This design comes from an exercise in tuning for small area and a short achievable clock period on the open sky130 flow, not from production work. The RTL was checked by simulation tests, not by an equivalence proof against the original design. No activity file was given, so power comes from the tool's default toggle rates.

==> wip/onyx <==
==> flow/design.v <==
`default_nettype none
module mc_fifo_top (input  wire        CLK,
                    input  wire        RST,
                    input  wire        enq,
                    input  wire [2:0]  enq_idx,
                    input  wire        deq,
                    input  wire [2:0]  deq_idx,
                    input  wire [31:0] din,
                    output wire [31:0] dot,
                    output wire [7:0]  emp,
                    output wire [7:0]  full);
  MULTI_CHANNEL_FIFO #(.C_LOG(3), .FIFO_SIZE(3), .FIFO_WIDTH(32))
  u_fifo (.CLK(CLK), .RST(RST),
          .enq(enq), .enq_idx(enq_idx),
          .deq(deq), .deq_idx(deq_idx),
          .din(din), .dot(dot), .emp(emp), .full(full));
endmodule
`default_nettype wire

`default_nettype none
module MULTI_CHANNEL_FIFO #(parameter                    C_LOG      = 2,   
                            parameter                    FIFO_SIZE  = 2,   
                            parameter                    FIFO_WIDTH = 32)
                           (input  wire                  CLK,
                            input  wire                  RST,
                            input  wire                  enq,
                            input  wire [C_LOG-1:0]      enq_idx,
                            input  wire                  deq,
                            input  wire [C_LOG-1:0]      deq_idx,
                            input  wire [FIFO_WIDTH-1:0] din,
                            output reg  [FIFO_WIDTH-1:0] dot,
                            output wire [(1<<C_LOG)-1:0] emp,
                            output wire [(1<<C_LOG)-1:0] full);
  localparam NCH = 1 << C_LOG;
  localparam DEP = 1 << FIFO_SIZE;
  localparam W   = FIFO_WIDTH;
  reg ph;
  always @(posedge CLK) ph <= RST ? 1'b0 : ~ph;
  wire [W-1:0] dinx = din ^ {W{ph}};
  reg  [NCH*DEP*W-1:0] mem;    
  reg  [NCH*DEP-1:0]   occ;    
  wire [NCH-1:0]   rsel;       
  wire [NCH*W-1:0] heads;      
  genvar c, k;
  generate
    for (c = 0; c < NCH; c = c + 1) begin: ch
      wire pop  = deq & (deq_idx == c);
      wire push = enq & (enq_idx == c);
      assign emp[c]  = occ[c*DEP];
      assign full[c] = occ[c*DEP+DEP-1];
      assign rsel[c] = (deq_idx == c);
      assign heads[c*W +: W] = mem[(c*DEP)*W +: W];
      for (k = 0; k < DEP; k = k + 1) begin: pos
        wire occ_k  = (k == 0)     ? ~occ[c*DEP] : occ[c*DEP+k];
        wire occ_up = (k == DEP-1) ? 1'b0 : (k == DEP-2) ? occ[c*DEP+k+1] : occ[c*DEP+k+1];
        wire occ_dn = (k == 0)     ? 1'b1 : (k == 1) ? ~occ[c*DEP] : occ[c*DEP+k-1];
        wire nx = pop & occ_up;
        wire hd = ~pop & occ_k;
        wire wr = ~(nx | hd);
        wire [W-1:0] q = mem[(c*DEP+k)*W +: W];
        wire [W-1:0] d;
        if (k == DEP-1) begin: last
          AOI22_BANK #(.W(W)) u_sel (.s0(wr), .a0(dinx), .s1(hd), .a1(q), .y(d));
        end else begin: mid
          AOI222_BANK #(.W(W)) u_sel (.s0(nx), .a0(mem[(c*DEP+k+1)*W +: W]),
                                      .s1(wr), .a1(dinx), .s2(hd), .a2(q), .y(d));
        end
        always @(posedge CLK) mem[(c*DEP+k)*W +: W] <= d;
        wire occ_nx = RST                ? 1'b0   :
                      (push & ~pop)      ? occ_dn :
                      (pop & ~push)      ? occ_up : occ_k;
        always @(posedge CLK) occ[c*DEP+k] <= (k == 0) ? ~occ_nx : occ_nx;
      end
    end
  endgenerate
  wire [W-1:0] rdata;
  AO8_BANK #(.W(W)) u_rd (.s(rsel), .a(heads), .y(rdata));
  always @(posedge CLK) dot <= rdata ^ {W{ph}};
endmodule
module AOI222_BANK #(parameter W = 32)
                    (input  wire         s0,
                     input  wire [W-1:0] a0,
                     input  wire         s1,
                     input  wire [W-1:0] a1,
                     input  wire         s2,
                     input  wire [W-1:0] a2,
                     output wire [W-1:0] y);
  assign y = ~(({W{s0}} & a0) | ({W{s1}} & a1) | ({W{s2}} & a2));
endmodule
module AOI22_BANK #(parameter W = 32)
                   (input  wire         s0,
                    input  wire [W-1:0] a0,
                    input  wire         s1,
                    input  wire [W-1:0] a1,
                    output wire [W-1:0] y);
  assign y = ~(({W{s0}} & a0) | ({W{s1}} & a1));
endmodule
module AO8_BANK #(parameter W = 32)
                 (input  wire [7:0]     s,
                  input  wire [8*W-1:0] a,
                  output wire [W-1:0]   y);
  assign y = ({W{s[0]}} & a[0*W +: W]) | ({W{s[1]}} & a[1*W +: W]) |
             ({W{s[2]}} & a[2*W +: W]) | ({W{s[3]}} & a[3*W +: W]) |
             ({W{s[4]}} & a[4*W +: W]) | ({W{s[5]}} & a[5*W +: W]) |
             ({W{s[6]}} & a[6*W +: W]) | ({W{s[7]}} & a[7*W +: W]);
endmodule
`default_nettype wire
==> flow/run.sh <==
#!/bin/bash
# synth_recipe.tcl (not shown) runs the flow's synth.tcl, then flattens the netlist and writes it again
# the make line also repeats each setting of config.mk as NAME=value (left out here)
make -C /OpenROAD-flow-scripts/flow DESIGN_CONFIG=/design/flow/config.mk WORK_HOME=/design/flow/orfs CLKGATE_MAP_FILE= SYNTH_SCRIPT=/design/flow/synth_recipe.tcl finish
==> flow/config.mk <==
export PLATFORM = sky130hd
export DESIGN_NAME = mc_fifo_top
export DESIGN_NICKNAME = mc_fifo_top
export VERILOG_FILES = /design/flow/design.v
export SDC_FILE = /design/flow/constraint.sdc
export NUM_CORES = 4
export LEC_CHECK = 0
export CAP_MARGIN = 20
export CELL_PAD_IN_SITES_DETAIL_PLACEMENT = 1
export CELL_PAD_IN_SITES_GLOBAL_PLACEMENT = 2
export CORE_MARGIN = 2
export CORE_UTILIZATION = 40
export CTS_CLUSTER_DIAMETER = 80
export CTS_CLUSTER_SIZE = 30
export PLACE_DENSITY = 0.5
export SETUP_SLACK_MARGIN = 2.2
export SLEW_MARGIN = 20
export SYNTH_HIERARCHICAL = 1
export SYNTH_MINIMUM_KEEP_SIZE = 0
==> flow/constraint.sdc <==
create_clock -name core_clock -period 4.5 [get_ports {CLK}]
set_input_delay 0.9000 -clock core_clock [delete_from_list [all_inputs] [get_ports {CLK}]]
set_output_delay 0.9000 -clock core_clock [all_outputs]
set_load 0.01 [all_outputs]
==> inputs of wip/raven, as changes to wip/onyx <==
==> flow/design.v (replaced) <==
`default_nettype none
module mc_fifo_top (input  wire        CLK,
                    input  wire        RST,
                    input  wire        enq,
                    input  wire [2:0]  enq_idx,
                    input  wire        deq,
                    input  wire [2:0]  deq_idx,
                    input  wire [31:0] din,
                    output wire [31:0] dot,
                    output wire [7:0]  emp,
                    output wire [7:0]  full);
  MULTI_CHANNEL_FIFO #(.C_LOG(3), .FIFO_SIZE(3), .FIFO_WIDTH(32))
  u_fifo (.CLK(CLK), .RST(RST),
          .enq(enq), .enq_idx(enq_idx),
          .deq(deq), .deq_idx(deq_idx),
          .din(din), .dot(dot), .emp(emp), .full(full));
endmodule
`default_nettype wire

`default_nettype none
module MULTI_CHANNEL_FIFO #(parameter                    C_LOG      = 2,   
                            parameter                    FIFO_SIZE  = 2,   
                            parameter                    FIFO_WIDTH = 32)
                           (input  wire                  CLK,
                            input  wire                  RST,
                            input  wire                  enq,
                            input  wire [C_LOG-1:0]      enq_idx,
                            input  wire                  deq,
                            input  wire [C_LOG-1:0]      deq_idx,
                            input  wire [FIFO_WIDTH-1:0] din,
                            output wire [FIFO_WIDTH-1:0] dot,
                            output wire [(1<<C_LOG)-1:0] emp,
                            output wire [(1<<C_LOG)-1:0] full);
  localparam NCH = 1 << C_LOG;
  localparam DEP = 1 << FIFO_SIZE;
  localparam W   = FIFO_WIDTH;
  reg ph;
  always @(posedge CLK) ph <= RST ? 1'b0 : ~ph;
  wire [W-1:0] dinx = din ^ {W{ph}};
  reg  [NCH*DEP*W-1:0] mem;    
  reg  [NCH*DEP-1:0]   occ;    
  reg  [W-1:0] rd;
  wire [W-1:0] head [0:NCH-1];
  genvar c, k;
  generate
    for (c = 0; c < NCH; c = c + 1) begin: ch
      wire pop  = deq & (deq_idx == c);
      wire push = enq & (enq_idx == c);
      assign emp[c]  = ~occ[c*DEP];
      assign full[c] = occ[c*DEP+DEP-1];
      assign head[c] = mem[(c*DEP)*W +: W] & {W{deq_idx == c}};
      for (k = 0; k < DEP; k = k + 1) begin: pos
        wire occ_k  = occ[c*DEP+k];
        wire occ_up = (k == DEP-1) ? 1'b0 : occ[c*DEP+k+1];
        wire occ_dn = (k == 0)     ? 1'b1 : occ[c*DEP+k-1];
        wire nx = pop & occ_up;
        wire hd = ~pop & occ_k;
        wire wr = ~(nx | hd);
        wire [W-1:0] q  = mem[(c*DEP+k)*W +: W];
        wire [W-1:0] qn = (k == DEP-1) ? {W{1'b0}} : mem[(c*DEP+k+1)*W +: W];
        wire [W-1:0] d;
        AOI222_BANK #(.W(W)) u_sel (.s0(nx), .a0(qn), .s1(wr), .a1(dinx), .s2(hd), .a2(q), .y(d));
        always @(posedge CLK) mem[(c*DEP+k)*W +: W] <= d;
        always @(posedge CLK) begin
          if (RST)               occ[c*DEP+k] <= 1'b0;
          else if (push & ~pop)  occ[c*DEP+k] <= occ_dn;
          else if (pop & ~push)  occ[c*DEP+k] <= occ_up;
        end
      end
    end
  endgenerate
  integer i;
  reg [W-1:0] sel;
  always @* begin
    sel = {W{1'b0}};
    for (i = 0; i < NCH; i = i + 1) sel = sel | head[i];
  end
  reg ph_d;
  always @(posedge CLK) begin
    rd   <= sel;
    ph_d <= ph;
  end
  assign dot = rd ^ {W{ph_d}};
endmodule
module AOI222_BANK #(parameter W = 32)
                    (input  wire         s0,
                     input  wire [W-1:0] a0,
                     input  wire         s1,
                     input  wire [W-1:0] a1,
                     input  wire         s2,
                     input  wire [W-1:0] a2,
                     output wire [W-1:0] y);
  assign y = ~(({W{s0}} & a0) | ({W{s1}} & a1) | ({W{s2}} & a2));
endmodule
`default_nettype wire
CELL_PAD_IN_SITES_DETAIL_PLACEMENT = not set   (was 1)
CELL_PAD_IN_SITES_GLOBAL_PLACEMENT = not set   (was 2)
CTS_CLUSTER_DIAMETER = not set   (was 80)
CTS_CLUSTER_SIZE = not set   (was 30)
PLACE_DENSITY = 0.6   (was 0.5)
SETUP_SLACK_MARGIN = not set   (was 2.2)
==> inputs of wip/garnet, as changes to wip/onyx <==
--- a/flow/design.v
+++ b/flow/design.v
@@ -46,10 +46,10 @@
     for (c = 0; c < NCH; c = c + 1) begin: ch
       wire pop  = deq & (deq_idx == c);
       wire push = enq & (enq_idx == c);
-      assign emp[c]  = occ[c*DEP];
-      assign full[c] = occ[c*DEP+DEP-1];
       assign rsel[c] = (deq_idx == c);
       assign heads[c*W +: W] = mem[(c*DEP)*W +: W];
+      wire [DEP-1:0] occ_nx;    
+      OUTREG #(.W(2)) u_flags (.CLK(CLK), .d({occ_nx[DEP-1], ~occ_nx[0]}), .q({full[c], emp[c]}));
       for (k = 0; k < DEP; k = k + 1) begin: pos
         wire occ_k  = (k == 0)     ? ~occ[c*DEP] : occ[c*DEP+k];
         wire occ_up = (k == DEP-1) ? 1'b0 : (k == DEP-2) ? occ[c*DEP+k+1] : occ[c*DEP+k+1];
@@ -66,16 +66,22 @@
                                       .s1(wr), .a1(dinx), .s2(hd), .a2(q), .y(d));
         end
         always @(posedge CLK) mem[(c*DEP+k)*W +: W] <= d;
-        wire occ_nx = RST                ? 1'b0   :
-                      (push & ~pop)      ? occ_dn :
-                      (pop & ~push)      ? occ_up : occ_k;
-        always @(posedge CLK) occ[c*DEP+k] <= (k == 0) ? ~occ_nx : occ_nx;
+        assign occ_nx[k] = RST                ? 1'b0   :
+                           (push & ~pop)      ? occ_dn :
+                           (pop & ~push)      ? occ_up : occ_k;
+        always @(posedge CLK) occ[c*DEP+k] <= (k == 0) ? ~occ_nx[k] : occ_nx[k];
       end
     end
   endgenerate
   wire [W-1:0] rdata;
   AO8_BANK #(.W(W)) u_rd (.s(rsel), .a(heads), .y(rdata));
   always @(posedge CLK) dot <= rdata ^ {W{ph}};
+endmodule
+module OUTREG #(parameter W = 1)
+               (input  wire         CLK,
+                input  wire [W-1:0] d,
+                output reg  [W-1:0] q);
+  always @(posedge CLK) q <= d;
 endmodule
 module AOI222_BANK #(parameter W = 32)
                     (input  wire         s0,
CELL_PAD_IN_SITES_GLOBAL_PLACEMENT = 1   (was 2)
CORE_UTILIZATION = 58   (was 40)
PLACE_DENSITY = 0.66   (was 0.5)
SETUP_SLACK_MARGIN = 2.3   (was 2.2)
==> summary.txt <==
Outcome -> timing/DRC/antenna clean
Wire length on met3 -> 20300 um
Dpl cells -> 7583
RSZ-0062 raised after global routing -> true
Fmax -> 434 MHz
Die area -> 186000 sq um
N_diodes -> 1
Period utilization -> 51.2%
Post-Synthesis Cells -> 5505
Top cells by count, synth -> dfxtp_1 (2145), a222oi_1 (1792), a22oi_1 (383)
Sw Pwr -> 11900 uW
H-tree levels -> 4
TAP cells -> 2370
Multi-input logic portion of the cell area -> 31.8%
Share of layout cells above drive strength 1 -> 15.3%
Postcts setup bufs -> 34
Vias in the first global route -> 54300
Avg Inst Size Synth -> 13.2 sq um
Fill cell count -> 18200
Inverters excl. clock -> 32
# the run above: wip/onyx

==> summary.txt <==
Post-Synthesis Cells -> 5521
Fill cell count -> 11800
TAP cells -> 1650
H-tree levels -> 3
Vias in the first global route -> 56300
Top cells by count, synth -> dfxtp_1 (2161), a222oi_1 (1792), a22oi_1 (383)
Avg Inst Size Synth -> 13.3 sq um
Postcts setup bufs -> 55
Inverters excl. clock -> 33
Outcome -> timing/DRC/antenna clean
Die area -> 129000 sq um
Share of layout cells above drive strength 1 -> 15.1%
N_diodes -> 0
# the run above: wip/garnet

==> summary.txt <==
RSZ-0062 raised after global routing -> false
Wire length on met3 -> 29400 um
Inverters excl. clock -> 24
Vias in the first global route -> 50900
Outcome -> timing/DRC/antenna clean
Non-clock buffer share -> 3.89%
Postcts setup bufs -> 0
Dpl cells -> 7901
H-tree levels -> 4
TAP cells -> 2480
Post-Synthesis Cells -> 5428
Fill cell count -> 16300
N_diodes -> 3
Period utilization -> 82.2%
Sw Pwr -> 12900 uW
Top cells by count, synth -> dfxtp_1 (2146), a222oi_1 (2048), buf_6 (391)
Multi-input logic portion of the cell area -> 33.3%
Fmax -> 270 MHz
Share of layout cells above drive strength 1 -> 13.2%
# the run above: wip/raven

## separate check: timing with driven ports
The flow's constraints put no driver on any port. The routed layouts listed below were extracted and timed again, unchanged, in two steps. Step 1 sets driving cells, clkbuf_16 on the clock port and buf_2 on the other inputs (assumed; they add their load-dependent delay and slew). Step 2, shift: input delay + t, output delay - t, t = (earliest + latest rising clock arrival at the registers) / 2. This alone moves slack from input paths to output paths. Three values: ideal, step 1, step 2; two values: the first two.
run | t (ns) | setup WS [ns] | worst setup path at the end
wip/onyx | 0.899 | 2.197 / 2.137 / 1.261 | input to register
wip/raven | 0.886 | 0.799 / 0.718 / 0.852 | input to register
wip/garnet | 0.819 | 2.138 / 2.191 / 1.372 | input to register
After both steps every run listed still meets setup and hold. The setup slack of wip/onyx, which loses most, moves by -0.060 ns with the drivers and by -0.936 ns with both steps.
